This design comes from an exercise in tuning for small area, a short achievable clock period and few clock cycles on the open sky130 flow, not from production work. RTL that was checked went through simulation tests only; none was proved equivalent to the original. For run 3, only the layout was checked, not whether the RTL still works. Power figures rest on the tool's default switching activity, not on a simulated workload.

$ cat config.mk
export PLATFORM = sky130hd
export DESIGN_NAME = seq_mult
export DESIGN_NICKNAME = seq_mult
export VERILOG_FILES = /design/flow/design.v
export SDC_FILE = /design/flow/constraint.sdc
export NUM_CORES = 4
export LEC_CHECK = 0
export CAP_MARGIN = 20
export CORE_MARGIN = 2
export CORE_UTILIZATION = 40
export PLACE_DENSITY = 0.6
export SETUP_SLACK_MARGIN = 0.3
export SLEW_MARGIN = 20
$ cat constraint.sdc
create_clock -name core_clock -period 3.3 [get_ports {clk}]
set_input_delay 0.6600 -clock core_clock [delete_from_list [all_inputs] [get_ports {clk}]]
set_output_delay 0.6600 -clock core_clock [all_outputs]
set_load 0.01 [all_outputs]
$ cat design.v
module seq_mult(d, done, clk, a, b, go, reset);
  output [63:0] d;
  output reg done;
  input clk;
  input [31:0] a, b;
  input go, reset;
  reg [31:0] m;               
  reg [31:0] q;               
  reg [31:0] hi;              
  reg [3:0] e1, e2, ng;      
  reg ngl;                    
  reg [33:0] s, c;           
  reg [7:0] slo;             
  reg [7:1] clo;             
  reg first;                  
  reg fa0;                    
  reg [2:0] cnt;
  function [11:0] benc(input [8:0] v);
    integer i;
    begin
      for (i = 0; i < 4; i = i + 1) begin
        benc[i] = v[2*i+1] ^ v[2*i];
        benc[4+i] = (v[2*i+2] & ~v[2*i+1] & ~v[2*i]) | (~v[2*i+2] & v[2*i+1] & v[2*i]);
        benc[8+i] = v[2*i+2];
      end
    end
  endfunction
  wire [11:0] enc_go = benc({a[8:1], 1'b0});
  wire [11:0] enc_nx = benc({q[16] & ~(cnt == 3'd2), q[15:8]});
  wire [9:0] lo = slo + {clo, 1'b0} + {ngl, 7'd0};
  wire [1:0] cy = lo[9:8] & {2{~first}};
  wire [33:0] si = {2'd0, m & {32{fa0}}} | s & {34{~first}};
  wire [33:0] ci = {first, 33'd0} | c & {34{~first}};
  wire [32:0] mx = {1'b0, m};
  wire [32:0] m2 = {m, 1'b0};
  wire [32:0] pp0 = (mx & {33{e1[0]}} | m2 & {33{e2[0]}}) ^ {33{ng[0]}};
  wire [32:0] pp1 = (mx & {33{e1[1]}} | m2 & {33{e2[1]}}) ^ {33{ng[1]}};
  wire [32:0] pp2 = (mx & {33{e1[2]}} | m2 & {33{e2[2]}}) ^ {33{ng[2]}};
  wire [32:0] pp3 = (mx & {33{e1[3]}} | m2 & {33{e2[3]}}) ^ {33{ng[3]}};
  wire hs1;
  wire hc2;
  wire hs3;
  wire hc4;
  wire fs5;
  wire fc6;
  wire hs7;
  wire hc8;
  wire fs9;
  wire fc10;
  wire fs11;
  wire fc12;
  wire fs13;
  wire fc14;
  wire fs15;
  wire fc16;
  wire fs17;
  wire fc18;
  wire fs19;
  wire fc20;
  wire fs21;
  wire fc22;
  wire fs23;
  wire fc24;
  wire fs25;
  wire fc26;
  wire fs27;
  wire fc28;
  wire fs29;
  wire fc30;
  wire fs31;
  wire fc32;
  wire fs33;
  wire fc34;
  wire fs35;
  wire fc36;
  wire fs37;
  wire fc38;
  wire fs39;
  wire fc40;
  wire fs41;
  wire fc42;
  wire fs43;
  wire fc44;
  wire fs45;
  wire fc46;
  wire fs47;
  wire fc48;
  wire fs49;
  wire fc50;
  wire fs51;
  wire fc52;
  wire fs53;
  wire fc54;
  wire fs55;
  wire fc56;
  wire fs57;
  wire fc58;
  wire fs59;
  wire fc60;
  wire fs61;
  wire fc62;
  wire fs63;
  wire fc64;
  wire fs65;
  wire fc66;
  wire fs67;
  wire fc68;
  wire fs69;
  wire fc70;
  wire fs71;
  wire fc72;
  wire fs73;
  wire fc74;
  wire fs75;
  wire fc76;
  wire fs77;
  wire fc78;
  wire fs79;
  wire fc80;
  wire fs81;
  wire fc82;
  wire fs83;
  wire fc84;
  wire fs85;
  wire fc86;
  wire fs87;
  wire fc88;
  wire fs89;
  wire fc90;
  wire hs91;
  wire hc92;
  wire hs93;
  wire hc94;
  wire fs95;
  wire fc96;
  wire hs97;
  wire hc98;
  wire fs99;
  wire fc100;
  wire hs101;
  wire hc102;
  wire fs103;
  wire fc104;
  wire fs105;
  wire fc106;
  wire fs107;
  wire fc108;
  wire fs109;
  wire fc110;
  wire fs111;
  wire fc112;
  wire fs113;
  wire fc114;
  wire fs115;
  wire fc116;
  wire fs117;
  wire fc118;
  wire fs119;
  wire fc120;
  wire fs121;
  wire fc122;
  wire fs123;
  wire fc124;
  wire fs125;
  wire fc126;
  wire fs127;
  wire fc128;
  wire fs129;
  wire fc130;
  wire fs131;
  wire fc132;
  wire fs133;
  wire fc134;
  wire fs135;
  wire fc136;
  wire fs137;
  wire fc138;
  wire fs139;
  wire fc140;
  wire fs141;
  wire fc142;
  wire fs143;
  wire fc144;
  wire fs145;
  wire fc146;
  wire fs147;
  wire fc148;
  wire fs149;
  wire fc150;
  wire fs151;
  wire fc152;
  wire fs153;
  wire fc154;
  wire fs155;
  wire fc156;
  wire fs157;
  wire fc158;
  wire fs159;
  wire fc160;
  wire fs161;
  wire fc162;
  wire fs163;
  wire fc164;
  wire fs165;
  wire fc166;
  wire fs167;
  wire fc168;
  wire fs169;
  wire fc170;
  wire fs171;
  wire fc172;
  wire fs173;
  wire fc174;
  wire fs175;
  wire fc176;
  wire fs177;
  wire fc178;
  wire fs179;
  wire fc180;
  wire fs181;
  wire fc182;
  wire fs183;
  wire fc184;
  wire fs185;
  wire fc186;
  wire fs187;
  wire fc188;
  wire fs189;
  wire fc190;
  wire fs191;
  wire fc192;
  wire fs193;
  wire fc194;
  wire fs195;
  wire fc196;
  wire hs197;
  wire hc198;
  wire fs199;
  wire fc200;
  wire hs201;
  wire hc202;
  wire hs203;
  wire hc204;
  wire fs205;
  wire fc206;
  wire fs207;
  wire fc208;
  wire fs209;
  wire fc210;
  wire fs211;
  wire fc212;
  wire fs213;
  wire fc214;
  wire fs215;
  wire fc216;
  wire fs217;
  wire fc218;
  wire fs219;
  wire fc220;
  wire fs221;
  wire fc222;
  wire fs223;
  wire fc224;
  wire fs225;
  wire fc226;
  wire fs227;
  wire fc228;
  wire fs229;
  wire fc230;
  wire fs231;
  wire fc232;
  wire fs233;
  wire fc234;
  wire fs235;
  wire fc236;
  wire fs237;
  wire fc238;
  wire fs239;
  wire fc240;
  wire fs241;
  wire fc242;
  wire fs243;
  wire fc244;
  wire fs245;
  wire fc246;
  wire fs247;
  wire fc248;
  wire fs249;
  wire fc250;
  wire fs251;
  wire fc252;
  wire fs253;
  wire fc254;
  wire fs255;
  wire fc256;
  wire fs257;
  wire fc258;
  wire fs259;
  wire fc260;
  wire fs261;
  wire fc262;
  wire fs263;
  wire fc264;
  wire fs265;
  wire fc266;
  wire fs267;
  wire fc268;
  wire fs269;
  wire fc270;
  wire fs271;
  wire fc272;
  wire fs273;
  wire fc274;
  wire fs275;
  wire fc276;
  wire fs277;
  wire fc278;
  wire fs279;
  wire fc280;
  wire fs281;
  wire fc282;
  wire hs283;
  wire hc284;
  wire hs285;
  wire hc286;
  assign hs1 = ci[4] ^ si[4];
  assign hc2 = ci[4] & si[4];
  assign hs3 = ng[2] ^ ci[5];
  assign hc4 = ng[2] & ci[5];
  assign fs5 = ci[6] ^ si[6] ^ pp0[5];
  assign fc6 = (ci[6] & si[6]) | (ci[6] & pp0[5]) | (si[6] & pp0[5]);
  assign hs7 = pp1[3] ^ pp2[1];
  assign hc8 = pp1[3] & pp2[1];
  assign fs9 = ci[7] ^ si[7] ^ pp0[6];
  assign fc10 = (ci[7] & si[7]) | (ci[7] & pp0[6]) | (si[7] & pp0[6]);
  assign fs11 = ci[8] ^ si[8] ^ pp0[7];
  assign fc12 = (ci[8] & si[8]) | (ci[8] & pp0[7]) | (si[8] & pp0[7]);
  assign fs13 = pp1[5] ^ pp2[3] ^ pp3[1];
  assign fc14 = (pp1[5] & pp2[3]) | (pp1[5] & pp3[1]) | (pp2[3] & pp3[1]);
  assign fs15 = ci[9] ^ si[9] ^ pp0[8];
  assign fc16 = (ci[9] & si[9]) | (ci[9] & pp0[8]) | (si[9] & pp0[8]);
  assign fs17 = ci[10] ^ si[10] ^ pp0[9];
  assign fc18 = (ci[10] & si[10]) | (ci[10] & pp0[9]) | (si[10] & pp0[9]);
  assign fs19 = pp1[7] ^ pp2[5] ^ pp3[3];
  assign fc20 = (pp1[7] & pp2[5]) | (pp1[7] & pp3[3]) | (pp2[5] & pp3[3]);
  assign fs21 = ci[11] ^ si[11] ^ pp0[10];
  assign fc22 = (ci[11] & si[11]) | (ci[11] & pp0[10]) | (si[11] & pp0[10]);
  assign fs23 = ci[12] ^ si[12] ^ pp0[11];
  assign fc24 = (ci[12] & si[12]) | (ci[12] & pp0[11]) | (si[12] & pp0[11]);
  assign fs25 = pp1[9] ^ pp2[7] ^ pp3[5];
  assign fc26 = (pp1[9] & pp2[7]) | (pp1[9] & pp3[5]) | (pp2[7] & pp3[5]);
  assign fs27 = ci[13] ^ si[13] ^ pp0[12];
  assign fc28 = (ci[13] & si[13]) | (ci[13] & pp0[12]) | (si[13] & pp0[12]);
  assign fs29 = ci[14] ^ si[14] ^ pp0[13];
  assign fc30 = (ci[14] & si[14]) | (ci[14] & pp0[13]) | (si[14] & pp0[13]);
  assign fs31 = pp1[11] ^ pp2[9] ^ pp3[7];
  assign fc32 = (pp1[11] & pp2[9]) | (pp1[11] & pp3[7]) | (pp2[9] & pp3[7]);
  assign fs33 = ci[15] ^ si[15] ^ pp0[14];
  assign fc34 = (ci[15] & si[15]) | (ci[15] & pp0[14]) | (si[15] & pp0[14]);
  assign fs35 = ci[16] ^ si[16] ^ pp0[15];
  assign fc36 = (ci[16] & si[16]) | (ci[16] & pp0[15]) | (si[16] & pp0[15]);
  assign fs37 = pp1[13] ^ pp2[11] ^ pp3[9];
  assign fc38 = (pp1[13] & pp2[11]) | (pp1[13] & pp3[9]) | (pp2[11] & pp3[9]);
  assign fs39 = ci[17] ^ si[17] ^ pp0[16];
  assign fc40 = (ci[17] & si[17]) | (ci[17] & pp0[16]) | (si[17] & pp0[16]);
  assign fs41 = ci[18] ^ si[18] ^ pp0[17];
  assign fc42 = (ci[18] & si[18]) | (ci[18] & pp0[17]) | (si[18] & pp0[17]);
  assign fs43 = pp1[15] ^ pp2[13] ^ pp3[11];
  assign fc44 = (pp1[15] & pp2[13]) | (pp1[15] & pp3[11]) | (pp2[13] & pp3[11]);
  assign fs45 = ci[19] ^ si[19] ^ pp0[18];
  assign fc46 = (ci[19] & si[19]) | (ci[19] & pp0[18]) | (si[19] & pp0[18]);
  assign fs47 = ci[20] ^ si[20] ^ pp0[19];
  assign fc48 = (ci[20] & si[20]) | (ci[20] & pp0[19]) | (si[20] & pp0[19]);
  assign fs49 = pp1[17] ^ pp2[15] ^ pp3[13];
  assign fc50 = (pp1[17] & pp2[15]) | (pp1[17] & pp3[13]) | (pp2[15] & pp3[13]);
  assign fs51 = ci[21] ^ si[21] ^ pp0[20];
  assign fc52 = (ci[21] & si[21]) | (ci[21] & pp0[20]) | (si[21] & pp0[20]);
  assign fs53 = ci[22] ^ si[22] ^ pp0[21];
  assign fc54 = (ci[22] & si[22]) | (ci[22] & pp0[21]) | (si[22] & pp0[21]);
  assign fs55 = pp1[19] ^ pp2[17] ^ pp3[15];
  assign fc56 = (pp1[19] & pp2[17]) | (pp1[19] & pp3[15]) | (pp2[17] & pp3[15]);
  assign fs57 = ci[23] ^ si[23] ^ pp0[22];
  assign fc58 = (ci[23] & si[23]) | (ci[23] & pp0[22]) | (si[23] & pp0[22]);
  assign fs59 = ci[24] ^ si[24] ^ pp0[23];
  assign fc60 = (ci[24] & si[24]) | (ci[24] & pp0[23]) | (si[24] & pp0[23]);
  assign fs61 = pp1[21] ^ pp2[19] ^ pp3[17];
  assign fc62 = (pp1[21] & pp2[19]) | (pp1[21] & pp3[17]) | (pp2[19] & pp3[17]);
  assign fs63 = ci[25] ^ si[25] ^ pp0[24];
  assign fc64 = (ci[25] & si[25]) | (ci[25] & pp0[24]) | (si[25] & pp0[24]);
  assign fs65 = ci[26] ^ si[26] ^ pp0[25];
  assign fc66 = (ci[26] & si[26]) | (ci[26] & pp0[25]) | (si[26] & pp0[25]);
  assign fs67 = pp1[23] ^ pp2[21] ^ pp3[19];
  assign fc68 = (pp1[23] & pp2[21]) | (pp1[23] & pp3[19]) | (pp2[21] & pp3[19]);
  assign fs69 = ci[27] ^ si[27] ^ pp0[26];
  assign fc70 = (ci[27] & si[27]) | (ci[27] & pp0[26]) | (si[27] & pp0[26]);
  assign fs71 = ci[28] ^ si[28] ^ pp0[27];
  assign fc72 = (ci[28] & si[28]) | (ci[28] & pp0[27]) | (si[28] & pp0[27]);
  assign fs73 = pp1[25] ^ pp2[23] ^ pp3[21];
  assign fc74 = (pp1[25] & pp2[23]) | (pp1[25] & pp3[21]) | (pp2[23] & pp3[21]);
  assign fs75 = ci[29] ^ si[29] ^ pp0[28];
  assign fc76 = (ci[29] & si[29]) | (ci[29] & pp0[28]) | (si[29] & pp0[28]);
  assign fs77 = ci[30] ^ si[30] ^ pp0[29];
  assign fc78 = (ci[30] & si[30]) | (ci[30] & pp0[29]) | (si[30] & pp0[29]);
  assign fs79 = pp1[27] ^ pp2[25] ^ pp3[23];
  assign fc80 = (pp1[27] & pp2[25]) | (pp1[27] & pp3[23]) | (pp2[25] & pp3[23]);
  assign fs81 = ci[31] ^ si[31] ^ pp0[30];
  assign fc82 = (ci[31] & si[31]) | (ci[31] & pp0[30]) | (si[31] & pp0[30]);
  assign fs83 = ci[32] ^ si[32] ^ pp0[31];
  assign fc84 = (ci[32] & si[32]) | (ci[32] & pp0[31]) | (si[32] & pp0[31]);
  assign fs85 = pp1[29] ^ pp2[27] ^ pp3[25];
  assign fc86 = (pp1[29] & pp2[27]) | (pp1[29] & pp3[25]) | (pp2[27] & pp3[25]);
  assign fs87 = ci[33] ^ si[33] ^ pp1[30];
  assign fc88 = (ci[33] & si[33]) | (ci[33] & pp1[30]) | (si[33] & pp1[30]);
  assign fs89 = ~ng[0] ^ pp0[32] ^ pp1[31];
  assign fc90 = (~ng[0] & pp0[32]) | (~ng[0] & pp1[31]) | (pp0[32] & pp1[31]);
  assign hs91 = pp2[29] ^ pp3[27];
  assign hc92 = pp2[29] & pp3[27];
  assign hs93 = ~ng[1] ^ pp1[32];
  assign hc94 = ~ng[1] & pp1[32];
  assign fs95 = ng[0] ^ ci[1] ^ si[1];
  assign fc96 = (ng[0] & ci[1]) | (ng[0] & si[1]) | (ci[1] & si[1]);
  assign hs97 = ci[2] ^ si[2];
  assign hc98 = ci[2] & si[2];
  assign fs99 = ng[1] ^ ci[3] ^ si[3];
  assign fc100 = (ng[1] & ci[3]) | (ng[1] & si[3]) | (ci[3] & si[3]);
  assign hs101 = pp0[2] ^ pp1[0];
  assign hc102 = pp0[2] & pp1[0];
  assign fs103 = pp0[3] ^ pp1[1] ^ hs1;
  assign fc104 = (pp0[3] & pp1[1]) | (pp0[3] & hs1) | (pp1[1] & hs1);
  assign fs105 = si[5] ^ pp0[4] ^ pp1[2];
  assign fc106 = (si[5] & pp0[4]) | (si[5] & pp1[2]) | (pp0[4] & pp1[2]);
  assign fs107 = pp2[0] ^ hc2 ^ hs3;
  assign fc108 = (pp2[0] & hc2) | (pp2[0] & hs3) | (hc2 & hs3);
  assign fs109 = hc4 ^ hs7 ^ fs5;
  assign fc110 = (hc4 & hs7) | (hc4 & fs5) | (hs7 & fs5);
  assign fs111 = pp1[4] ^ pp2[2] ^ pp3[0];
  assign fc112 = (pp1[4] & pp2[2]) | (pp1[4] & pp3[0]) | (pp2[2] & pp3[0]);
  assign fs113 = hc8 ^ fc6 ^ fs9;
  assign fc114 = (hc8 & fc6) | (hc8 & fs9) | (fc6 & fs9);
  assign fs115 = fc10 ^ fs11 ^ fs13;
  assign fc116 = (fc10 & fs11) | (fc10 & fs13) | (fs11 & fs13);
  assign fs117 = pp1[6] ^ pp2[4] ^ pp3[2];
  assign fc118 = (pp1[6] & pp2[4]) | (pp1[6] & pp3[2]) | (pp2[4] & pp3[2]);
  assign fs119 = fc12 ^ fc14 ^ fs15;
  assign fc120 = (fc12 & fc14) | (fc12 & fs15) | (fc14 & fs15);
  assign fs121 = fc16 ^ fs17 ^ fs19;
  assign fc122 = (fc16 & fs17) | (fc16 & fs19) | (fs17 & fs19);
  assign fs123 = pp1[8] ^ pp2[6] ^ pp3[4];
  assign fc124 = (pp1[8] & pp2[6]) | (pp1[8] & pp3[4]) | (pp2[6] & pp3[4]);
  assign fs125 = fc18 ^ fc20 ^ fs21;
  assign fc126 = (fc18 & fc20) | (fc18 & fs21) | (fc20 & fs21);
  assign fs127 = fc22 ^ fs23 ^ fs25;
  assign fc128 = (fc22 & fs23) | (fc22 & fs25) | (fs23 & fs25);
  assign fs129 = pp1[10] ^ pp2[8] ^ pp3[6];
  assign fc130 = (pp1[10] & pp2[8]) | (pp1[10] & pp3[6]) | (pp2[8] & pp3[6]);
  assign fs131 = fc24 ^ fc26 ^ fs27;
  assign fc132 = (fc24 & fc26) | (fc24 & fs27) | (fc26 & fs27);
  assign fs133 = fc28 ^ fs29 ^ fs31;
  assign fc134 = (fc28 & fs29) | (fc28 & fs31) | (fs29 & fs31);
  assign fs135 = pp1[12] ^ pp2[10] ^ pp3[8];
  assign fc136 = (pp1[12] & pp2[10]) | (pp1[12] & pp3[8]) | (pp2[10] & pp3[8]);
  assign fs137 = fc30 ^ fc32 ^ fs33;
  assign fc138 = (fc30 & fc32) | (fc30 & fs33) | (fc32 & fs33);
  assign fs139 = fc34 ^ fs35 ^ fs37;
  assign fc140 = (fc34 & fs35) | (fc34 & fs37) | (fs35 & fs37);
  assign fs141 = pp1[14] ^ pp2[12] ^ pp3[10];
  assign fc142 = (pp1[14] & pp2[12]) | (pp1[14] & pp3[10]) | (pp2[12] & pp3[10]);
  assign fs143 = fc36 ^ fc38 ^ fs39;
  assign fc144 = (fc36 & fc38) | (fc36 & fs39) | (fc38 & fs39);
  assign fs145 = fc40 ^ fs41 ^ fs43;
  assign fc146 = (fc40 & fs41) | (fc40 & fs43) | (fs41 & fs43);
  assign fs147 = pp1[16] ^ pp2[14] ^ pp3[12];
  assign fc148 = (pp1[16] & pp2[14]) | (pp1[16] & pp3[12]) | (pp2[14] & pp3[12]);
  assign fs149 = fc42 ^ fc44 ^ fs45;
  assign fc150 = (fc42 & fc44) | (fc42 & fs45) | (fc44 & fs45);
  assign fs151 = fc46 ^ fs47 ^ fs49;
  assign fc152 = (fc46 & fs47) | (fc46 & fs49) | (fs47 & fs49);
  assign fs153 = pp1[18] ^ pp2[16] ^ pp3[14];
  assign fc154 = (pp1[18] & pp2[16]) | (pp1[18] & pp3[14]) | (pp2[16] & pp3[14]);
  assign fs155 = fc48 ^ fc50 ^ fs51;
  assign fc156 = (fc48 & fc50) | (fc48 & fs51) | (fc50 & fs51);
  assign fs157 = fc52 ^ fs53 ^ fs55;
  assign fc158 = (fc52 & fs53) | (fc52 & fs55) | (fs53 & fs55);
  assign fs159 = pp1[20] ^ pp2[18] ^ pp3[16];
  assign fc160 = (pp1[20] & pp2[18]) | (pp1[20] & pp3[16]) | (pp2[18] & pp3[16]);
  assign fs161 = fc54 ^ fc56 ^ fs57;
  assign fc162 = (fc54 & fc56) | (fc54 & fs57) | (fc56 & fs57);
  assign fs163 = fc58 ^ fs59 ^ fs61;
  assign fc164 = (fc58 & fs59) | (fc58 & fs61) | (fs59 & fs61);
  assign fs165 = pp1[22] ^ pp2[20] ^ pp3[18];
  assign fc166 = (pp1[22] & pp2[20]) | (pp1[22] & pp3[18]) | (pp2[20] & pp3[18]);
  assign fs167 = fc60 ^ fc62 ^ fs63;
  assign fc168 = (fc60 & fc62) | (fc60 & fs63) | (fc62 & fs63);
  assign fs169 = fc64 ^ fs65 ^ fs67;
  assign fc170 = (fc64 & fs65) | (fc64 & fs67) | (fs65 & fs67);
  assign fs171 = pp1[24] ^ pp2[22] ^ pp3[20];
  assign fc172 = (pp1[24] & pp2[22]) | (pp1[24] & pp3[20]) | (pp2[22] & pp3[20]);
  assign fs173 = fc66 ^ fc68 ^ fs69;
  assign fc174 = (fc66 & fc68) | (fc66 & fs69) | (fc68 & fs69);
  assign fs175 = fc70 ^ fs71 ^ fs73;
  assign fc176 = (fc70 & fs71) | (fc70 & fs73) | (fs71 & fs73);
  assign fs177 = pp1[26] ^ pp2[24] ^ pp3[22];
  assign fc178 = (pp1[26] & pp2[24]) | (pp1[26] & pp3[22]) | (pp2[24] & pp3[22]);
  assign fs179 = fc72 ^ fc74 ^ fs75;
  assign fc180 = (fc72 & fc74) | (fc72 & fs75) | (fc74 & fs75);
  assign fs181 = fc76 ^ fs77 ^ fs79;
  assign fc182 = (fc76 & fs77) | (fc76 & fs79) | (fs77 & fs79);
  assign fs183 = pp1[28] ^ pp2[26] ^ pp3[24];
  assign fc184 = (pp1[28] & pp2[26]) | (pp1[28] & pp3[24]) | (pp2[26] & pp3[24]);
  assign fs185 = fc78 ^ fc80 ^ fs81;
  assign fc186 = (fc78 & fc80) | (fc78 & fs81) | (fc80 & fs81);
  assign fs187 = fc82 ^ fs83 ^ fs85;
  assign fc188 = (fc82 & fs83) | (fc82 & fs85) | (fs83 & fs85);
  assign fs189 = pp2[28] ^ pp3[26] ^ ~pp0[32];
  assign fc190 = (pp2[28] & pp3[26]) | (pp2[28] & ~pp0[32]) | (pp3[26] & ~pp0[32]);
  assign fs191 = fc84 ^ fc86 ^ fs87;
  assign fc192 = (fc84 & fc86) | (fc84 & fs87) | (fc86 & fs87);
  assign fs193 = hs91 ^ fc88 ^ fs89;
  assign fc194 = (hs91 & fc88) | (hs91 & fs89) | (fc88 & fs89);
  assign fs195 = pp2[30] ^ pp3[28] ^ ~pp1[32];
  assign fc196 = (pp2[30] & pp3[28]) | (pp2[30] & ~pp1[32]) | (pp3[28] & ~pp1[32]);
  assign hs197 = hc92 ^ fc90;
  assign hc198 = hc92 & fc90;
  assign fs199 = pp2[31] ^ pp3[29] ^ hs93;
  assign fc200 = (pp2[31] & pp3[29]) | (pp2[31] & hs93) | (pp3[29] & hs93);
  assign hs201 = pp3[30] ^ ~pp2[32];
  assign hc202 = pp3[30] & ~pp2[32];
  assign hs203 = ~ng[2] ^ pp2[32];
  assign hc204 = ~ng[2] & pp2[32];
  assign fs205 = ci[0] ^ si[0] ^ cy[0];
  assign fc206 = (ci[0] & si[0]) | (ci[0] & cy[0]) | (si[0] & cy[0]);
  assign fs207 = pp0[0] ^ cy[1] ^ fs95;
  assign fc208 = (pp0[0] & cy[1]) | (pp0[0] & fs95) | (cy[1] & fs95);
  assign fs209 = pp0[1] ^ hs97 ^ fc96;
  assign fc210 = (pp0[1] & hs97) | (pp0[1] & fc96) | (hs97 & fc96);
  assign fs211 = hc98 ^ hs101 ^ fs99;
  assign fc212 = (hc98 & hs101) | (hc98 & fs99) | (hs101 & fs99);
  assign fs213 = hc102 ^ fc100 ^ fs103;
  assign fc214 = (hc102 & fc100) | (hc102 & fs103) | (fc100 & fs103);
  assign fs215 = fs105 ^ fc104 ^ fs107;
  assign fc216 = (fs105 & fc104) | (fs105 & fs107) | (fc104 & fs107);
  assign fs217 = fc106 ^ fc108 ^ fs109;
  assign fc218 = (fc106 & fc108) | (fc106 & fs109) | (fc108 & fs109);
  assign fs219 = fs111 ^ fc110 ^ fs113;
  assign fc220 = (fs111 & fc110) | (fs111 & fs113) | (fc110 & fs113);
  assign fs221 = fc112 ^ fc114 ^ fs115;
  assign fc222 = (fc112 & fc114) | (fc112 & fs115) | (fc114 & fs115);
  assign fs223 = fs117 ^ fc116 ^ fs119;
  assign fc224 = (fs117 & fc116) | (fs117 & fs119) | (fc116 & fs119);
  assign fs225 = fc118 ^ fc120 ^ fs121;
  assign fc226 = (fc118 & fc120) | (fc118 & fs121) | (fc120 & fs121);
  assign fs227 = fs123 ^ fc122 ^ fs125;
  assign fc228 = (fs123 & fc122) | (fs123 & fs125) | (fc122 & fs125);
  assign fs229 = fc124 ^ fc126 ^ fs127;
  assign fc230 = (fc124 & fc126) | (fc124 & fs127) | (fc126 & fs127);
  assign fs231 = fs129 ^ fc128 ^ fs131;
  assign fc232 = (fs129 & fc128) | (fs129 & fs131) | (fc128 & fs131);
  assign fs233 = fc130 ^ fc132 ^ fs133;
  assign fc234 = (fc130 & fc132) | (fc130 & fs133) | (fc132 & fs133);
  assign fs235 = fs135 ^ fc134 ^ fs137;
  assign fc236 = (fs135 & fc134) | (fs135 & fs137) | (fc134 & fs137);
  assign fs237 = fc136 ^ fc138 ^ fs139;
  assign fc238 = (fc136 & fc138) | (fc136 & fs139) | (fc138 & fs139);
  assign fs239 = fs141 ^ fc140 ^ fs143;
  assign fc240 = (fs141 & fc140) | (fs141 & fs143) | (fc140 & fs143);
  assign fs241 = fc142 ^ fc144 ^ fs145;
  assign fc242 = (fc142 & fc144) | (fc142 & fs145) | (fc144 & fs145);
  assign fs243 = fs147 ^ fc146 ^ fs149;
  assign fc244 = (fs147 & fc146) | (fs147 & fs149) | (fc146 & fs149);
  assign fs245 = fc148 ^ fc150 ^ fs151;
  assign fc246 = (fc148 & fc150) | (fc148 & fs151) | (fc150 & fs151);
  assign fs247 = fs153 ^ fc152 ^ fs155;
  assign fc248 = (fs153 & fc152) | (fs153 & fs155) | (fc152 & fs155);
  assign fs249 = fc154 ^ fc156 ^ fs157;
  assign fc250 = (fc154 & fc156) | (fc154 & fs157) | (fc156 & fs157);
  assign fs251 = fs159 ^ fc158 ^ fs161;
  assign fc252 = (fs159 & fc158) | (fs159 & fs161) | (fc158 & fs161);
  assign fs253 = fc160 ^ fc162 ^ fs163;
  assign fc254 = (fc160 & fc162) | (fc160 & fs163) | (fc162 & fs163);
  assign fs255 = fs165 ^ fc164 ^ fs167;
  assign fc256 = (fs165 & fc164) | (fs165 & fs167) | (fc164 & fs167);
  assign fs257 = fc166 ^ fc168 ^ fs169;
  assign fc258 = (fc166 & fc168) | (fc166 & fs169) | (fc168 & fs169);
  assign fs259 = fs171 ^ fc170 ^ fs173;
  assign fc260 = (fs171 & fc170) | (fs171 & fs173) | (fc170 & fs173);
  assign fs261 = fc172 ^ fc174 ^ fs175;
  assign fc262 = (fc172 & fc174) | (fc172 & fs175) | (fc174 & fs175);
  assign fs263 = fs177 ^ fc176 ^ fs179;
  assign fc264 = (fs177 & fc176) | (fs177 & fs179) | (fc176 & fs179);
  assign fs265 = fc178 ^ fc180 ^ fs181;
  assign fc266 = (fc178 & fc180) | (fc178 & fs181) | (fc180 & fs181);
  assign fs267 = fs183 ^ fc182 ^ fs185;
  assign fc268 = (fs183 & fc182) | (fs183 & fs185) | (fc182 & fs185);
  assign fs269 = fc184 ^ fc186 ^ fs187;
  assign fc270 = (fc184 & fc186) | (fc184 & fs187) | (fc186 & fs187);
  assign fs271 = fs189 ^ fc188 ^ fs191;
  assign fc272 = (fs189 & fc188) | (fs189 & fs191) | (fc188 & fs191);
  assign fs273 = fc190 ^ fc192 ^ fs193;
  assign fc274 = (fc190 & fc192) | (fc190 & fs193) | (fc192 & fs193);
  assign fs275 = fs195 ^ hs197 ^ fc194;
  assign fc276 = (fs195 & hs197) | (fs195 & fc194) | (hs197 & fc194);
  assign fs277 = fc196 ^ hc198 ^ fs199;
  assign fc278 = (fc196 & hc198) | (fc196 & fs199) | (hc198 & fs199);
  assign fs279 = hc94 ^ hs201 ^ fc200;
  assign fc280 = (hc94 & hs201) | (hc94 & fc200) | (hs201 & fc200);
  assign fs281 = pp3[31] ^ hc202 ^ hs203;
  assign fc282 = (pp3[31] & hc202) | (pp3[31] & hs203) | (hc202 & hs203);
  assign hs283 = ~pp3[32] ^ hc204;
  assign hc284 = ~pp3[32] & hc204;
  assign hs285 = ~ng[3] ^ pp3[32];
  assign hc286 = ~ng[3] & pp3[32];
  wire [41:0] ts = {hc286, hs285, hs283, fs281, fc278, fs277, fc274, fc272, fc270, fc268, fc266, fc264, fc262, fc260, fc258, fc256, fc254, fc252, fc250, fc248, fc246, fc244, fc242, fc240, fc238, fc236, fc234, fc232, fc230, fc228, fc226, fc224, fc222, fc220, fc218, fc216, fc214, fc212, fc210, fc208, fc206, fs205};
  wire [41:0] tc = {1'b0, hc284, fc282, fc280, fs279, fc276, fs275, fs273, fs271, fs269, fs267, fs265, fs263, fs261, fs259, fs257, fs255, fs253, fs251, fs249, fs247, fs245, fs243, fs241, fs239, fs237, fs235, fs233, fs231, fs229, fs227, fs225, fs223, fs221, fs219, fs217, fs215, fs213, fs211, fs209, fs207, 1'b0};
  wire [39:0] xa = {s[31:0], slo};
  wire [39:0] xb = {c[31:0], clo, 1'b0};
  wire [39:0] kp0 = xa ^ xb;
  wire [39:0] kg0 = xa & xb;
  wire [39:0] kg1, kp1;
  assign kg1[0] = kg0[0];
  assign kp1[0] = kp0[0];
  genvar gi;
  generate
    for (gi = 1; gi < 40; gi = gi + 1) begin : kl1
      assign kg1[gi] = xa[gi] & xb[gi] | xa[gi] & xa[gi-1] & xb[gi-1] | xb[gi] & xa[gi-1] & xb[gi-1];
      assign kp1[gi] = (xa[gi] | xb[gi]) & (xa[gi-1] | xb[gi-1]);
    end
  endgenerate
  wire [39:0] kg2 = kg1 | (kp1 & {kg1[37:0], 2'd0});
  wire [39:0] kp2 = kp1 & {kp1[37:0], 2'd0};
  wire [39:0] kg3 = kg2 | (kp2 & {kg2[35:0], 4'd0});
  wire [39:0] kp3 = kp2 & {kp2[35:0], 4'd0};
  wire [39:0] kg4 = kg3 | (kp3 & {kg3[31:0], 8'd0});
  wire [39:0] kp4 = kp3 & {kp3[31:0], 8'd0};
  wire [39:0] kg5 = kg4 | (kp4 & {kg4[23:0], 16'd0});
  wire [39:0] kp5 = kp4 & {kp4[23:0], 16'd0};
  wire [39:0] kg6 = kg5 | (kp5 & {kg5[7:0], 32'd0});
  wire [39:0] kp6 = kp5 & {kp5[7:0], 32'd0};
  wire [39:0] sum = kp0 ^ {kg6[38:0], 1'b0};
  always @(posedge clk, posedge reset)
    if (reset)
      done <= 1'b0;
    else if (go)
      done <= 1'b0;
    else if (cnt == 3'd4)
      done <= 1'b1;
  always @(posedge clk)
    if (go) begin
      first <= 1'b1;
      fa0 <= a[0];
      cnt <= 3'd0;
      m <= b;
      q <= a;
      {ng, e2, e1} <= enc_go;
    end else begin
      first <= 1'b0;
      fa0 <= 1'b0;
      {ng, e2, e1} <= enc_nx;
      if (!done) begin
        cnt <= cnt + 3'd1;
        q <= {lo[7:0], q[31:8]};
      end
    end
  always @(posedge clk) begin
    s <= ts[41:8];
    c <= tc[41:8];
    slo <= ts[7:0];
    clo <= tc[7:1];
    ngl <= ng[3];
    if (!done && cnt == 3'd4)
      hi <= sum[39:8];
  end
  assign d = {hi, q};
endmodule
$ cat flow/run.sh
#!/bin/bash
# The standard layout (standard.sh: standard synthesis and ORFS flow),
# except that buffer_ports puts sky130_fd_sc_hd__buf_1 cells on the ports
# instead of the delay buffers it picks by itself.
set -euo pipefail
cd "$(dirname "$0")/.."
bash standard.sh "BUFFER_PORTS_ARGS=-buffer_cell sky130_fd_sc_hd__buf_1" finish > make_finish.log 2>&1
$ cat standard.sh
#!/bin/bash
# synth_recipe.tcl (not shown) runs the flow's synth.tcl, then flattens the netlist and writes it again
# the make line also repeats each setting of config.mk as NAME=value (left out here)
make -C /OpenROAD-flow-scripts/flow DESIGN_CONFIG=/design/flow/config.mk WORK_HOME=/design/flow/orfs CLKGATE_MAP_FILE= SYNTH_SCRIPT=/design/flow/synth_recipe.tcl "${@:-finish}"
==> metrics.md, run 1 <==
| Metric | Value |
|---|---|
| Cell area after synthesis | `0.0149 mm2` |
| Clock-pin slew of the registers on the worst-case setup and hold paths | `0.08 ns` |
| Num CTS Buffers | `17` |
| Reg-to-Reg End | `hi[31]$_DFFE_PP_` |
| Final nets | `1,846` |
| Hold path start | `b[1]` |
| Crit path kind | `reg2reg` |
| Max VDD drop | `0.000457 V` |
| DR DRC count | `0` |
| Number of global-route vias before repair | `10,800` |
| Top delay family on crit path | `compound AO/OA/AOI/OAI gates` |
| Worst EP required | `3.52 ns` |
| Worst r2r path cells | `11` |
| Antenna violations before repair | `0` |
| Peak Freq | `347 MHz` |
| Leak | `0.00691 uW` |
| Die H | `197 um` |
| Die width | `197 um` |
| Clk_skew | `0.0141 ns` |
| Ys Warns | `1` |
| Clock Tree Root | `clkbuf_16` |
| CP peak stage delay | `0.38 ns` |
| Sequential area share after synthesis | `0.329` |
| Placed Area | `0.0160 mm2` |
| Vias per std cell | `5.25` |
| Mapped Cells | `1,461` |
| Arr. time, crit path | `3.10 ns` |
| Initial detailed-routing violation count | `835` |
| Ys flop type | `dfxtp_1` |
| Worst hold path type | `in2reg` |
| Die area | `0.0389 mm2` |
| Worst hold path cell count | `1` |
| TritonCTS clock tree | `done` |
| WL final | `38.5 mm` |
| Worst r2r src | `slo[6]$_DFF_P_` |
| Share of cells above drive strength 1 | `0.0753` |
| First-pass GRT wire length | `60.5 mm` |
| Antenna cells | `0` |
| Crit path cell chain | `inv_1, ha_1, nor4_2, o21ai_1, o311ai_2, o22ai_4, o41ai_4, buf_4, a41oi_4, o31a_1, xnor2_1` |
| Setup violators final | `0` |
| Clock Sinks | `197` |
| Syn Area/Cell | `10.2 um2` |
| Tightest Pin Transition | `0.758 ns` |
| Async SR Flop Fraction | `0.00508` |
| Max_cap viols | `0` |
| Global Route Usage Sum | `0.204` |
| Clk buf depth | `2` |
| Placement Setup Slack | `0.425 ns` |
| Slowest-stage cell, CP | `dfxtp_1` |
| IO Pins | `132` |
| Buffers & Inverters on Critical Path | `2` |
| Unrepaired setup endpoints after global routing | `yes` |
| Post-route cell area | `0.0166 mm2` |
| Tmin final | `2.88 ns` |
| Core Area | `0.0367 mm2` |
| Synthesis-stage register bit count | `197` |
| Largest net degree at the start of global routing | `55` |
| PD cells | `1110 mW/mm2` |
| R2r setup slk | `0.42 ns` |
| Crit path capture type | `flip-flop` |
| FILL cells | `3,465` |
| Number of flops mapped to enable cells by yosys | `96` |
| Area grow syn2layout | `11.5%` |
| Row count | `70` |
| Total gr overflow | `0` |
| Post-detail-place hpwl | `29.1 mm` |
| Syn Nets | `1,753` |
| GPL Wtd Cong | `0.860` |
| Fin. Hold Viols | `0` |
| Min-Delay Endpoint | `m[1]$_DFFE_PP_` |
| CTS H-tree lvls | `4` |
| CP Launch Type | `flip-flop` |
| Worst-path maximum fanout | `4` |
| Initial core utilization | `0.406` |
| Final ANT Viol Nets | `0` |
| Port buffer count | `131` |
| Synth unique cells | `67` |
| Ratio of final minimum period to clock period | `0.874` |
| Initial DRT Pass Iterations | `5` |
| Final Worst Setup Slack | `0.417 ns` |
| Slew Viols, Final | `0` |
| Worst hold margin | `0.354 ns` |
| Status | `no timing/DRC/antenna violations` |
| Relative slew slack | `0.490` |
| Total number of vias | `10,700` |
| Final core area utilization | `0.453` |
| Total negative slack | `0 ns` |
| Worst-skew pair later-pin latency | `0.47 ns` |
| Avg WL per Cell | `18.9 um` |
through the flow:
| step | total power, uW | cells |
|---|---|---|
| finish | 18400 | 2035 |
| global route | 20300 | 2035 |
| CTS | 18500 | 2033 |
| detailed placement | 16300 | 2000 |
| global placement | 16100 | 2000 |
| floorplan | 12700 | 1461 |
cell usage after synthesis (16+ instances only):
cell	n	area, um2
nand2_1	79	297
o21ai_0	52	260
clkbuf_1	78	293
inv_1	213	800
a31oi_1	18	113
dfxtp_1	100	2000
fa_1	131	2620
ha_1	94	1180
nor2_1	71	267
a22oi_1	126	946
mux2_2	25	282
o211ai_1	16	120
edfxtp_1	96	2880
xor2_1	24	210
a21oi_1	28	140
xnor2_1	155	1360
how the worst max path moves through the flow:
| stage | from | slack [ns] | end | cells past startpoint |
|---|---|---|---|---|
| after floorplan | ng[3]$_DFF_P_ | 0.33 | c[0]$_DFF_P_ | 8 |
| after global placement | slo[2]$_DFF_P_ | 0.51 | slo[0]$_DFF_P_ | 13 |
| after detailed placement | slo[6]$_DFF_P_ | 0.42 | hi[31]$_DFFE_PP_ | 10 |
| after CTS | slo[6]$_DFF_P_ | 0.41 | hi[31]$_DFFE_PP_ | 10 |
| after global routing | slo[2]$_DFF_P_ | 0.28 | slo[0]$_DFF_P_ | 13 |
| final | slo[6]$_DFF_P_ | 0.42 | hi[31]$_DFFE_PP_ | 11 |
metal layers:
layer | track usage | vias up | wire (um)
met5 | 0 | - | 0
met2 | 0.326 | 369 | 17600
met1 | 0.284 | 5224 | 17800
met4 | 0.0671 | 0 | 886
li1 | - | 5058 | -
met3 | 0.0318 | 37 | 2190
where the power goes:
group	internal (uW)	total, uW	switching (uW)
sequential	3870	4630	761
clock	1010	2070	1070
combinational	4930	11700	6770
total	9810	18400	8600
kinds of logic after synthesis:
logic type / Yosys count / synth area share
AOI/OAI and AO/OA: 304 / 0.145
xor gates and xnor gates: 179 / 0.105
adders and majority gates: 225 / 0.255
buffers and inverters: 307 / 0.0773
DFF: 197 / 0.329
muxes: 27 / 0.0202
and+or+nand+nor: 222 / 0.0687
state kept, by name, indices dropped and copies added (netlist names), 4 cells and up:
| name | cells |
|---|---|
| ng | 4 |
| c | 33 |
| slo | 8 |
| hi | 32 |
| clo | 7 |
| m | 32 |
| q | 32 |
| s | 34 |
| e2 | 4 |
| e1 | 4 |
worst reg2reg max path, cell delays in order, from the launching register on:
cell and delay (ns):
dfxtp_1 0.38, inv_1 0.07, ha_1 0.26, nor4_2 0.28, o21ai_1 0.12, o311ai_2 0.14, o22ai_4 0.18, o41ai_4 0.30
buf_4 0.20, a41oi_4 0.21, o31a_1 0.37, xnor2_1 0.13
what timing repair did:
action,4_1_cts,5_1_grt
endpoints found under the setup margin,0,4
buffers inserted,0,2
resized for setup,0,2
endpoints found under the hold margin,1,0
hold buffers,1,0
area by class of cell:
| class | count | area [um2] | area share |
|---|---|---|---|
| Multi-Input combinational cell | 957 | 8870 | 0.534 |
| Timing Repair Buffer | 164 | 871 | 0.0524 |
| Tap cell | 468 | 586 | 0.0352 |
| Clock buffer | 19 | 433 | 0.0260 |
| Inverter | 217 | 815 | 0.0490 |
| Sequential cell | 197 | 4910 | 0.295 |
| Clock inverter | 13 | 138 | 0.00828 |
cell usage in the layout (no fill, tap or decap), drive strengths merged, types with 28 or more instances in the layout:
cell	instances
o21ai	58
xnor2	155
dfxtp	100
nor2	71
buf	162
a22oi	126
inv	222
fa	131
ha	94
nand2	80
a21oi	28
edfxtp	96
Testbench counts, summed over its fixed seeds: cycles 14,408.
==> inputs of run 2 (changes only) <==
==> flow/run.sh (replaced) <==
#!/bin/bash
# The standard layout (standard.sh: standard synthesis and ORFS flow),
# except that buffer_ports puts sky130_fd_sc_hd__buf_2 cells on the ports
# instead of the delay buffers it picks by itself.
set -euo pipefail
cd "$(dirname "$0")/.."
bash standard.sh "BUFFER_PORTS_ARGS=-buffer_cell sky130_fd_sc_hd__buf_2" finish > make_finish.log 2>&1
==> metrics.md, run 2 <==
| Metric | Value |
|---|---|
| Most common cell after layout, fill and taps aside | `inv_1` |
| Regs by FF count | `s: 34 flops, c: 33 flops` |
| Tmin final | `2.82 ns (-0.0608 ns)` |
| Ratio of final minimum period to clock period | `0.855 (-0.0184)` |
| Worst hold path type | `in2reg` |
| Worst-path maximum fanout | `4 (unchanged)` |
| Setup violators final | `0 (unchanged)` |
| Clock-pin slew of the registers on the worst-case setup and hold paths | `0.09 ns (about the same)` |
| Commonest cells post-synth | `inv_1 (213), xnor2_1 (155), fa_1 (131)` |
| Total number of vias | `10,900 (+1.7%)` |
| Top delay family on crit path | `compound AO/OA/AOI/OAI gates` |
| CP peak stage delay | `0.45 ns (+0.07 ns)` |
| Final nets | `1,845 (-0.054%)` |
| FILL cells | `3,458 (-0.20%)` |
| Peak Freq | `354 MHz (+2.2%)` |
| CP Launch Type | `flip-flop` |
| Ys flop type | `dfxtp_1` |
| Vias per std cell | `5.34 (+1.7%)` |
| CTS H-tree lvls | `4 (unchanged)` |
| Crit path kind | `reg2reg` |
| Cell area after synthesis | `0.0149 mm2 (unchanged)` |
| Clock Sinks | `197 (unchanged)` |
| Post-detail-place hpwl | `29.0 mm (-0.14%)` |
| Clk buf depth | `2 (unchanged)` |
| Sequential fraction of design power | `0.251 (about the same)` |
| Worst-skew pair later-pin latency | `0.47 ns (about the same)` |
| TritonCTS clock tree | `done` |
| Number of flops mapped to enable cells by yosys | `96 (unchanged)` |
| Area grow syn2layout | `12.6%` |
| Arr. time, crit path | `3.04 ns (-0.06 ns)` |
| Unrepaired setup endpoints after global routing | `yes` |
| Num CTS Buffers | `17 (unchanged)` |
| Most frequent cells in the layout | `inv_1 (213), xnor2_1 (155), fa_1 (131)` |
| GPL Wtd Cong | `0.868 (+0.91%)` |
| Ranking of synthesized cells by area | `edfxtp_1 (19%), fa_1 (18%), dfxtp_1 (13%)` |
| Initial detailed-routing violation count | `746 (-11%)` |
| Net Sw Frac | `0.468 (about the same)` |
| Slowest-stage cell, CP | `o41ai_4` |
| Fin cells | `2,034 (-0.049%)` |
| Synthesis-stage register bit count | `197 (unchanged)` |
| Port buffer count | `131 (unchanged)` |
| Placed Area | `0.0162 mm2 (+0.91%)` |
| Clock power share | `0.119 (+0.006)` |
| Max reg flops | `34 (unchanged)` |
| Initial DRT Pass Iterations | `5 (unchanged)` |
| Worst EP required | `3.52 ns (about the same)` |
| Buffers & Inverters on Critical Path | `1 (-1)` |
| Row count | `70 (unchanged)` |
| Most frequent cell after synthesis | `inv_1` |
| Syn Area/Cell | `10.2 um2 (unchanged)` |
| Max VDD drop | `0.000450 V (-1.5%)` |
| Crit path capture type | `flip-flop` |
| Async SR Flop Fraction | `0.00508 (unchanged)` |
| Initial core utilization | `0.406 (unchanged)` |
| Slew Viols, Final | `0 (unchanged)` |
| Die width | `197 um (unchanged)` |
| DR DRC count | `0 (unchanged)` |
| Total negative slack | `0 ns (unchanged)` |
| WL final | `38.3 mm (-0.54%)` |
| Final Worst Setup Slack | `0.477 ns (+0.0608 ns)` |
| Ys Warns | `1 (unchanged)` |
| Total gr overflow | `0 (unchanged)` |
| Placement Setup Slack | `0.448 ns (+0.0232 ns)` |
| Setup Buffers After CTS | `0 (unchanged)` |
| IO Pins | `132 (unchanged)` |
| Die area | `0.0389 mm2 (unchanged)` |
| Largest net degree at the start of global routing | `70 (+27%)` |
| Status | `no timing/DRC/antenna violations` |
| Number of global-route vias before repair | `11,100 (+2.5%)` |
| Antenna cells | `0 (unchanged)` |
| Post-route cell area | `0.0168 mm2 (+1.0%)` |
| Share of cells above drive strength 1 | `0.160 (+0.0850)` |
| Clock Tree Root | `clkbuf_16` |
| PD cells | `1100 mW/mm2 (-0.81%)` |
| Mapped Cells | `1,461 (unchanged)` |
| Placed cell count | `2,001 (+0.050%)` |
| Crit path cell chain | `inv_1, ha_1, nor4_2, o21ai_1, o311ai_2, o22ai_2, o41ai_4, a41oi_4, o31a_1, xnor2_1` |
| Final core area utilization | `0.458 (+0.00471)` |
| Top cell type's share of synthesized area | `0.193 (unchanged)` |
| Sequential area share after synthesis | `0.329 (unchanged)` |
| Global Route Usage Sum | `0.204 (+0.000420)` |
| First-pass GRT wire length | `60.7 mm (+0.39%)` |
| Final ANT Viol Nets | `0 (unchanged)` |
| Switching Power | `8620 uW (+0.32%)` |
| Relative slew slack | `0.520 (+0.0297)` |
| Syn Nets | `1,753 (unchanged)` |
| Synth unique cells | `67 (unchanged)` |
| Reg with most FFs | `s` |
| Synth area leader | `edfxtp_1` |
| Clk_skew | `0.0214 ns (+0.00735 ns)` |
| Max_cap viols | `0 (unchanged)` |
| Int Pwr | `9820 uW (+0.14%)` |
| Combinational power share | `0.630 (-0.006)` |
| Die H | `197 um (unchanged)` |
| Tightest Pin Transition | `0.709 ns (-0.0487 ns)` |
| Core Area | `0.0367 mm2 (unchanged)` |
| Leak | `0.00728 uW (+5.4%)` |
| Antenna violations before repair | `1 (+1)` |
| Fin. Hold Viols | `0 (unchanged)` |
| Avg WL per Cell | `18.8 um (-0.49%)` |
## run 2: cell counts after synthesis
No cell type changed its count.
## run 2: cell families after synthesis
| group | Yosys count | synth area share |
|---|---|---|
| DFF | 197 | 0.329 |
| AOI/OAI and AO/OA | 304 | 0.145 |
| muxes | 27 | 0.0202 |
| buffers and inverters | 307 | 0.0773 |
| adders and majority gates | 225 | 0.255 |
| xor gates and xnor gates | 179 | 0.105 |
| and+or+nand+nor | 222 | 0.0687 |
## run 2: layout make-up
cell class	instances	area [um2]	share of cell area
Clock buffer	17	425	0.0253
Sequential cell	197	4910	0.292
Multi-Input combinational cell	957	8870	0.528
Inverter	217	815	0.0485
Tap cell	468	586	0.0349
Clock inverter	15	189	0.0112
Timing Repair Buffer	163	1000	0.0596
## run 2: power by group through the flow
| stage | sequential, uW | combinational [uW] | clock, uW |
|---|---|---|---|
| after CTS | 4620 | 11800 | 2260 |
| after detailed placement | 4660 | 11700 | 0 |
| after global placement | 4640 | 11500 | 0 |
| after global routing | 4730 | 13400 | 2330 |
| final | 4620 | 11600 | 2200 |
| after floorplan | 4470 | 8240 | 0 |
## run 2: through the flow
step,power (uW),hold slack [ns]
floorplan,12700,0.330
global placement,16200,0.508
detailed placement,16400,0.504
CTS,18600,0.334
global route,20400,0.352
finish,18400,0.355
## run 2: repair_timing
| item | in CTS | in global routing |
|---|---|---|
| hold buffers | 1 | 0 |
| endpoints found under the hold margin | 1 | 0 |
| setup endpoints to repair | 0 | 3 |
| resized for setup | 0 | 3 |
## run 2: worst paths after layout
check	start	endpoint	slack, ns	cells past startpoint
worst min register to register	cnt[0]$_SDFFE_PP0N_	cnt[0]$_SDFFE_PP0N_	0.56	2
worst min-delay path	b[31]	m[31]$_DFFE_PP_	0.35	1
worst max-delay path	slo[6]$_DFF_P_	hi[31]$_DFFE_PP_	0.48	10
min in group asynchronous	reset	done$_DFFE_PP0P_	0.55	3
max in group asynchronous	reset	done$_DFFE_PP0P_	2.66	3
worst max register to register	slo[6]$_DFF_P_	hi[31]$_DFFE_PP_	0.48	10
## run 2: routing by layer
metal	GRT usage	vias to the layer above	wire, um
met4	0.0663	2	887
met5	0	-	11
met3	0.0389	42	2380
li1	-	5068	-
met2	0.328	376	17400
met1	0.279	5377	17600
==> inputs of run 3 (changes only) <==
--- a/design.v
+++ b/design.v
@@ -9,3 +9,3 @@
   reg [31:0] hi;              
-  reg [3:0] e1, e2, ng;      
+  reg [3:0] e1r, e2r, ngr;   
   reg ngl;                    
@@ -14,4 +14,2 @@
   reg [7:1] clo;             
-  reg first;                  
-  reg fa0;                    
   reg [2:0] cnt;
@@ -28,9 +26,13 @@
   wire [11:0] enc_go = benc({a[8:1], 1'b0});
+  wire [11:0] enc_go1 = benc(a[16:8]);
   wire [11:0] enc_nx = benc({q[16] & ~(cnt == 3'd2), q[15:8]});
+  wire [3:0] e1, e2, ng;
+  assign {ng, e2, e1} = go ? enc_go : {ngr, e2r, e1r};
+  wire [31:0] mm = go ? b : m;
   wire [9:0] lo = slo + {clo, 1'b0} + {ngl, 7'd0};
-  wire [1:0] cy = lo[9:8] & {2{~first}};
-  wire [33:0] si = {2'd0, m & {32{fa0}}} | s & {34{~first}};
-  wire [33:0] ci = {first, 33'd0} | c & {34{~first}};
-  wire [32:0] mx = {1'b0, m};
-  wire [32:0] m2 = {m, 1'b0};
+  wire [1:0] cy = lo[9:8] & {2{~go}};
+  wire [33:0] si = {2'd0, b & {32{go & a[0]}}} | s & {34{~go}};
+  wire [33:0] ci = {go, 33'd0} | c & {34{~go}};
+  wire [32:0] mx = {1'b0, mm};
+  wire [32:0] m2 = {mm, 1'b0};
   wire [32:0] pp0 = (mx & {33{e1[0]}} | m2 & {33{e2[0]}}) ^ {33{ng[0]}};
@@ -617,12 +619,4 @@
   wire [39:0] kg0 = xa & xb;
-  wire [39:0] kg1, kp1;
-  assign kg1[0] = kg0[0];
-  assign kp1[0] = kp0[0];
-  genvar gi;
-  generate
-    for (gi = 1; gi < 40; gi = gi + 1) begin : kl1
-      assign kg1[gi] = xa[gi] & xb[gi] | xa[gi] & xa[gi-1] & xb[gi-1] | xb[gi] & xa[gi-1] & xb[gi-1];
-      assign kp1[gi] = (xa[gi] | xb[gi]) & (xa[gi-1] | xb[gi-1]);
-    end
-  endgenerate
+  wire [39:0] kg1 = kg0 | (kp0 & {kg0[38:0], 1'd0});
+  wire [39:0] kp1 = kp0 & {kp0[38:0], 1'd0};
   wire [39:0] kg2 = kg1 | (kp1 & {kg1[37:0], 2'd0});
@@ -647,12 +641,8 @@
     if (go) begin
-      first <= 1'b1;
-      fa0 <= a[0];
-      cnt <= 3'd0;
+      cnt <= 3'd1;
       m <= b;
-      q <= a;
-      {ng, e2, e1} <= enc_go;
+      q <= {lo[7:0], a[31:8]};
+      {ngr, e2r, e1r} <= enc_go1;
     end else begin
-      first <= 1'b0;
-      fa0 <= 1'b0;
-      {ng, e2, e1} <= enc_nx;
+      {ngr, e2r, e1r} <= enc_nx;
       if (!done) begin
@@ -668,3 +658,3 @@
     ngl <= ng[3];
-    if (!done && cnt == 3'd4)
+    if (!go && !done && cnt == 3'd4)
       hi <= sum[39:8];
==> run.sh (new file) <==
#!/bin/bash
# synth_recipe.tcl (not shown) runs the flow's synth.tcl, then flattens the netlist and writes it again
# the make line also repeats each setting of config.mk as NAME=value (left out here)
make -C /OpenROAD-flow-scripts/flow DESIGN_CONFIG=/design/flow/config.mk WORK_HOME=/design/flow/orfs CLKGATE_MAP_FILE= SYNTH_SCRIPT=/design/flow/synth_recipe.tcl finish
--- a/config.mk
+++ b/config.mk
@@ -11,3 +11,2 @@
 export PLACE_DENSITY = 0.6
-export SETUP_SLACK_MARGIN = 0.3
 export SLEW_MARGIN = 20
removed: flow/run.sh
removed: standard.sh
==> metrics.md, run 3 <==
| Metric | Value |
|---|---|
| Worst EP required | `3.63 ns (+0.11 ns)` |
| Worst Setup SP | `a[4]` |
| Most frequent cells in the layout | `inv_1 (163), buf_4 (135), dfxtp_1 (130)` |
| CP peak stage delay | `0.53 ns (+0.08 ns)` |
| Max reg flops | `34 (unchanged)` |
| Reg with most FFs | `s` |
| Total gr overflow | `0 (unchanged)` |
| Slew Viols, Final | `0 (unchanged)` |
| Worst r2r src | `e2r[0]$_DFF_P_` |
| Most common cell after layout, fill and taps aside | `inv_1` |
| Worst hold path type | `in2async` |
| Setup violators final | `0 (unchanged)` |
| Antenna violations before repair | `1 (unchanged)` |
| Die H | `195 um (-1.2%)` |
| Syn Nets | `1,695 (-3.3%)` |
| Die area | `0.0379 mm2 (-2.4%)` |
| FILL cells | `3,109 (-10%)` |
| Crit path cell chain | `clkdlybuf4s15_2, buf_6, or3b_4, a31oi_4, buf_12, buf_16, buf_8, a22oi_2, xnor2_1, ha_1, inv_2, fa_1, inv_1, fa_1` |
| Number of global-route vias before repair | `11,800 (+7.0%)` |
| Ys flop type | `dfxtp_1` |
| Clock Sinks | `195 (-1.0%)` |
| Arr. time, crit path | `3.55 ns (+0.51 ns)` |
| Final nets | `1,938 (+5.0%)` |
| Die width | `195 um (-1.2%)` |
| Mapped Cells | `1,433 (-1.9%)` |
| Ranking of synthesized cells by area | `fa_1 (19%), dfxtp_1 (18%), edfxtp_1 (13%)` |
| Slowest-stage cell, CP | `fa_1` |
| WL final | `41.6 mm (+8.8%)` |
| PD cells | `961 mW/mm2 (-12%)` |
| First-pass GRT wire length | `66.2 mm (+9.0%)` |
| Global Route Usage Sum | `0.223 (+0.0191)` |
| Tightest Pin Transition | `0.548 ns (-0.162 ns)` |
| Core Area | `0.0357 mm2 (-2.8%)` |
| Largest net degree at the start of global routing | `43 (-39%)` |
| Clock Tree Root | `clkbuf_16` |
| Relative slew slack | `0.632 (+0.112)` |
| Cell area after synthesis | `0.0145 mm2 (-2.5%)` |
| Synth area leader | `fa_1` |
| Tot Pwr | `18,400 uW (-0.41%)` |
| Total negative slack | `0 ns (unchanged)` |
| Commonest cells post-synth | `inv_1 (171), fa_1 (136), dfxtp_1 (130)` |
| TritonCTS clock tree | `done` |
| Post-detail-place hpwl | `31.4 mm (+8.2%)` |
| Sequential area share after synthesis | `0.313 (-0.0165)` |
| Initial DRT Pass Iterations | `5 (unchanged)` |
| Number of flops mapped to enable cells by yosys | `64 (-33%)` |
| Peak Freq | `311 MHz (-12%)` |
| Initial detailed-routing violation count | `701 (-6.0%)` |
| Status | `no timing/DRC/antenna violations` |
| Worst hold margin | `0.347 ns (-0.00794 ns)` |
| Leak | `0.00802 uW (+10%)` |
| Synth unique cells | `64 (-4.5%)` |
| Synthesis-stage register bit count | `195 (-1.0%)` |
| Worst-path maximum fanout | `5 (+1)` |
| Area grow syn2layout | `31.3%` |
| Ys Warns | `1 (unchanged)` |
| CTS H-tree lvls | `4 (unchanged)` |
| Total number of vias | `11,200 (+2.8%)` |
| Share of cells above drive strength 1 | `0.230 (+0.0694)` |
| Clock-pin slew of the registers on the worst-case setup and hold paths | `0.08 ns (about the same)` |
| Most frequent cell after synthesis | `inv_1` |
| Port buffer count | `131 (unchanged)` |
| Tmin final | `3.22 ns (+0.395 ns)` |
| Top cell type's share of synthesized area | `0.187 (-0.00614)` |
| Initial core utilization | `0.408 (+0.00160)` |
| Crit path kind | `in2reg` |
| Max VDD drop | `0.000500 V (+11%)` |
| Syn Area/Cell | `10.2 um2 (-0.55%)` |
| Vias per std cell | `5.19 (-2.8%)` |
| Fin. Hold Viols | `0 (unchanged)` |
| Clk_skew | `0.0130 ns (-0.00837 ns)` |
| CP most frequent cell | `fa_1` |
| GPL Wtd Cong | `0.873 (+0.63%)` |
| Multi-input gate area | `0.00967 mm2 (+9.0%)` |
| Register area | `0.00455 mm2 (-7.4%)` |
| CTS Hold Buffers Added | `0 (-1)` |
| Final ANT Viol Nets | `0 (unchanged)` |
| DR DRC count | `0 (unchanged)` |
| Crit path capture type | `flip-flop` |
| Clk buf depth | `2 (unchanged)` |
| Max_cap viols | `0 (unchanged)` |
| CP Launch Type | `primary input` |
| Regs by FF count | `s: 34 flops, c: 33 flops` |
| Ratio of final minimum period to clock period | `0.975 (+0.120)` |
| Num CTS Buffers | `17 (unchanged)` |
| Worst-skew pair later-pin latency | `0.46 ns (about the same)` |
| Row count | `69 (-1.4%)` |
| Async SR Flop Fraction | `0.00513 (+0.0000521)` |
| IO Pins | `132 (unchanged)` |
| Avg WL per Cell | `19.4 um (+2.9%)` |
[run 3: changes by cell type after synthesis, moves of 22 or more]
cell	delta
edfxtp_1	-32
xor2_1	+45
mux2_2	+30
buf_2	+39
a21oi_1	+35
ha_1	-35
nor2_1	-22
nor2b_1	+31
xnor2_1	-40
clkbuf_1	-46
inv_1	-42
dfxtp_1	+30
[run 3: cell type report]
cell class / instances / share of cell area
antenna: 1 / 0.000131
clock buffer: 18 / 0.0236
clock inverter: 14 / 0.00864
inverter: 173 / 0.0340
multi-input combinational: 986 / 0.506
sequential: 195 / 0.238
tap: 461 / 0.0302
timing repair buffer: 303 / 0.159
[run 3: logic make-up after synthesis]
family / count (synthesis) / synth area share
DFF: 195 / 0.313
muxes: 61 / 0.0473
and+or+nand+nor: 238 / 0.0802
AOI/OAI and AO/OA: 308 / 0.141
buffers and inverters: 252 / 0.0701
adders and majority gates: 195 / 0.238
xor gates and xnor gates: 184 / 0.111
[run 3: stage by stage]
step,utilization,worst slack [ns],cells,instance area [um2]
floorplan,-,-0.140,1433,15200
global placement,0.505,-0.685,2102,18000
detailed placement,0.505,-0.725,2102,18000
CTS,0.533,0.00587,2150,19000
global route,0.536,-0.0140,2151,19100
finish,0.536,0.0824,2151,19100
[run 3: timing repair]
item | in CTS | in global routing
resized for setup | 31 | 30
cloned | 6 | 2
setup endpoints to repair | 53 | 43
pin swaps | 45 | 41
setup buffers | 10 | 1
[run 3: final timing paths]
check | endpoint | slack (ns) | cells past startpoint
worst max-delay path | c[26]$_DFF_P_ | 0.08 | 14
worst min-delay path | done$_DFFE_PP0P_ | 0.35 | 2
worst max register to register | c[21]$_DFF_P_ | 0.30 | 10
worst min register to register | q[24]$_DFFE_PP_ | 0.43 | 0
max in group asynchronous | done$_DFFE_PP0P_ | 2.87 | 2
min in group core_clock | q[24]$_DFFE_PP_ | 0.43 | 0
[run 3: worst max-delay path: cells and delay by family]
family / cells / cell delay, ns
buffers and inverters: 7 / 0.77
AND/OR/NAND/NOR: 1 / 0.37
XOR/XNOR: 1 / 0.14
adder cells (fa/ha/maj): 3 / 1.30
AO/OA/AOI/OAI: 2 / 0.29
[run 3: power breakdown]
part           switching [uW]  leakage, uW  internal, uW
sequential                544      0.00174          3760
combinational            6740      0.00599          5090
clock                    1040     0.000300          1190
[run 3: layer usage]
metal  vias to the layer above  part of all wire  global-route usage  routed length, um
met2                       253              0.49               0.379              20300
met5                         -                 0                   0                  0
li1                       5302                 -                   -                  -
met4                         0             0.012              0.0507                516
met1                      5586              0.46               0.307              19200
met3                        28             0.039              0.0255               1630

## port drivers added, routing unchanged
The flow's constraints put no driver on any port. The routed layouts listed below were extracted and timed again, unchanged, in two steps. Step 1 (the two cells are an assumption about what drives the block):
set clk [get_ports {clk}]
set_driving_cell -lib_cell sky130_fd_sc_hd__clkbuf_16 $clk
set_driving_cell -lib_cell sky130_fd_sc_hd__buf_2 [delete_from_list [all_inputs] $clk]
Step 2 moves the port delays by t, midway between the first and last clock arrival at a register: inputs arrive t later, outputs are due t later. That takes back most of the time a late clock gives input paths. Three values: no drivers, after step 1, after step 2; two values: the first two.
| run | t, ns | slack for setup (ns) | worst hold slack (ns) | latest minus earliest clock arrival (ns) | pins driven straight from the clock port |
|---|---|---|---|---|---|
| run 1 | 0.512 | 0.417 / 0.417 / 0.417 | 0.354 / 0.327 / 0.564 | 0.015 / 0.015 | 1 |
| run 2 | 0.514 | 0.477 / 0.477 / 0.477 | 0.355 / 0.326 / 0.556 | 0.021 / 0.022 | 1 |
| run 3 | 0.502 | 0.082 / 0.091 / -0.411 | 0.347 / 0.318 / 0.433 | 0.014 / 0.015 | 1 |
Met with ideal ports but missed after step 2: setup timing in run 3. For run 3, which loses most, drivers alone change the setup slack by +0.009 ns; drivers and shift together by -0.493 ns.
